Source: an optimization exercise on an open RTL-to-GDS flow (aim: small area). Production flows keep margins and buffers that such runs may drop. Only simulation tests tie the RTL to the original design; equivalence was not proved. The flow treats the clock pin as an ideal source, which a real chip does not have. Power and IR drop assume default switching activity.

== alpha ==
Design kgp_risc, start of the top module:
module kgp_risc( input wire clk, input wire rst,
	output wire [31:0] imem_addr, input wire [31:0] imem_data,
	output wire [9:0] dmem_addr, output wire [31:0] dmem_wdata, output wire dmem_we, output wire dmem_re, input wire [31:0] dmem_rdata );
Size in the first run: ~5500 cells after synthesis, roughly 140 I/O pins, roughly 61000 sq um of cells after synthesis.
clock: 25.0 ns
lec_check: 0
cap_margin: 20
core_margin: 2
core_utilization: 50
cts_cluster_diameter: 100
cts_cluster_size: 30
place_density: 0.65
slew_margin: 20
synth_hierarchical: 1
synth_minimum_keep_size: 0
standard.sh (not shown) runs the stock make flow with config.mk's settings and CLKGATE_MAP_FILE= SYNTH_SCRIPT=/design/flow/synth_recipe.tcl, a recipe that flattens the netlist after the stock synthesis.
==> flow/flow/run.sh <==
#!/bin/bash
# Own layout flow: the standard ORFS flow (standard.sh, unchanged synthesis), with
#  - port buffers of the smallest buffer cell (every port still gets its own buffer),
#  - an area-recovery pass after CTS (repair_timing -recover_power: downsizes cells that
#    have setup slack to spare), followed by the standard legalisation and checks.
# Each tool's output goes to a log file in this folder and ORFS's own logs under orfs/logs.
set -euo pipefail
W=$PWD
bash standard.sh \
  "BUFFER_PORTS_ARGS=-buffer_cell sky130_fd_sc_hd__buf_1" \
  "POST_CTS_TCL=$W/flow/recover.tcl" \
  finish > "$W/standard_finish.log" 2>&1
==> flow/flow/recover.tcl <==
# Area recovery after CTS: downsize cells on paths with setup slack to spare,
# keeping a margin for routing; then legalise the placement again.
log_cmd estimate_parasitics -placement
log_cmd repair_timing -recover_power 100 -setup_margin 2.0
log_cmd repair_timing -setup -hold
set result [catch { detailed_placement } msg]
if { $result != 0 } {
  error "Detailed placement failed after area recovery: $msg"
}
check_placement -verbose
report_design_area
Modified inputs, beta compared to alpha
# alpha
export LEC_CHECK = 0
export CAP_MARGIN = 20
export CORE_MARGIN = 2
export CORE_UTILIZATION = 50
export CTS_CLUSTER_DIAMETER = 100
export CTS_CLUSTER_SIZE = 30
export PLACE_DENSITY = 0.65
export SLEW_MARGIN = 20
export SYNTH_HIERARCHICAL = 1
export SYNTH_MINIMUM_KEEP_SIZE = 0
create_clock -name core_clock -period 25.0 [get_ports {clk}]
# beta
export LEC_CHECK = 0
export CAP_MARGIN = 20
export CORE_MARGIN = 2
export CORE_UTILIZATION = 60
export PLACE_DENSITY = 0.7
export SLEW_MARGIN = 20
export SYNTH_HIERARCHICAL = 1
export SYNTH_MINIMUM_KEEP_SIZE = 0
create_clock -name core_clock -period 25.0 [get_ports {clk}]
==> flow/run.sh (new file) <==
#!/bin/bash
# synth_recipe.tcl (not shown) runs the flow's synth.tcl, then flattens the netlist and writes it again
# the make line also repeats each setting of config.mk as NAME=value (left out here)
make -C /OpenROAD-flow-scripts/flow DESIGN_CONFIG=/design/flow/config.mk WORK_HOME=/design/flow/orfs CLKGATE_MAP_FILE= SYNTH_SCRIPT=/design/flow/synth_recipe.tcl finish
removed: flow/flow/run.sh
removed: flow/flow/recover.tcl
removed: flow/standard.sh
## What came out
beta gives less post-route worst hold slack than alpha did. Count of clock-buffer cells in the layout ends up higher on beta. For beta, the slowest cell on the critical path was or4_1, unlike alpha, where it was buf_1. Power: beta draws more than alpha. beta against alpha: number of nets at the end of the flow barely changed, critical path depth in cells barely changed, clock skew dropped 0.037 ns, synthesis-to-finish area growth climbed 3.1 points, arrival time reported for the critical path endpoint climbed 0.54 ns. beta: global-route usage is 7.2 points higher than what alpha reported.
[inputs] gamma vs beta
# beta
export LEC_CHECK = 0
export CAP_MARGIN = 20
export CORE_MARGIN = 2
export CORE_UTILIZATION = 60
export PLACE_DENSITY = 0.7
export SLEW_MARGIN = 20
export SYNTH_HIERARCHICAL = 1
export SYNTH_MINIMUM_KEEP_SIZE = 0
create_clock -name core_clock -period 25.0 [get_ports {clk}]
# gamma
export LEC_CHECK = 0
export CAP_MARGIN = 5
export CORE_MARGIN = 2
export CORE_UTILIZATION = 50
export CTS_CLUSTER_DIAMETER = 90
export CTS_CLUSTER_SIZE = 24
export PLACE_DENSITY = 0.65
export SLEW_MARGIN = 5
export SYNTH_HIERARCHICAL = 1
export SYNTH_MINIMUM_KEEP_SIZE = 0
create_clock -name core_clock -period 25.0 [get_ports {clk}]
==> results.txt <==
- [gamma] final worst setup slack rose 0.017 ns relative to beta
- Against beta, gamma comes in 12 points lower on clock group share of total power.
- On detailed placement HPWL, gamma does worse than beta.

## re-timing with driven ports
Ports are ideal in the flow. The routed layouts listed here were re-timed in OpenROAD.
Step 1: set_driving_cell puts a clkbuf_16 on clk and a buf_2 on each other input, an assumption about the parent block.
Step 2 also shifts input and output timing later by t, the mid clock arrival at the registers, as if the neighbouring blocks saw the same clock.
Slacks: ideal / step 1 / step 2; pairs: ideal / step 1.
run	t (ns)	setup slack, ns	worst setup path at the end	worst register clock-pin slew, ns
alpha	0.773	6.645 / 6.693 / 5.920	input to register	0.12 / 0.12
beta	0.786	6.127 / 6.173 / 5.388	input to register	0.08 / 0.08
gamma	0.792	6.144 / 6.182 / 5.390	input to register	0.10 / 0.10
After both steps setup and hold are still met in every run listed. The setup slack of gamma, which loses most, moves by +0.038 ns with the drivers and by -0.754 ns with both steps.
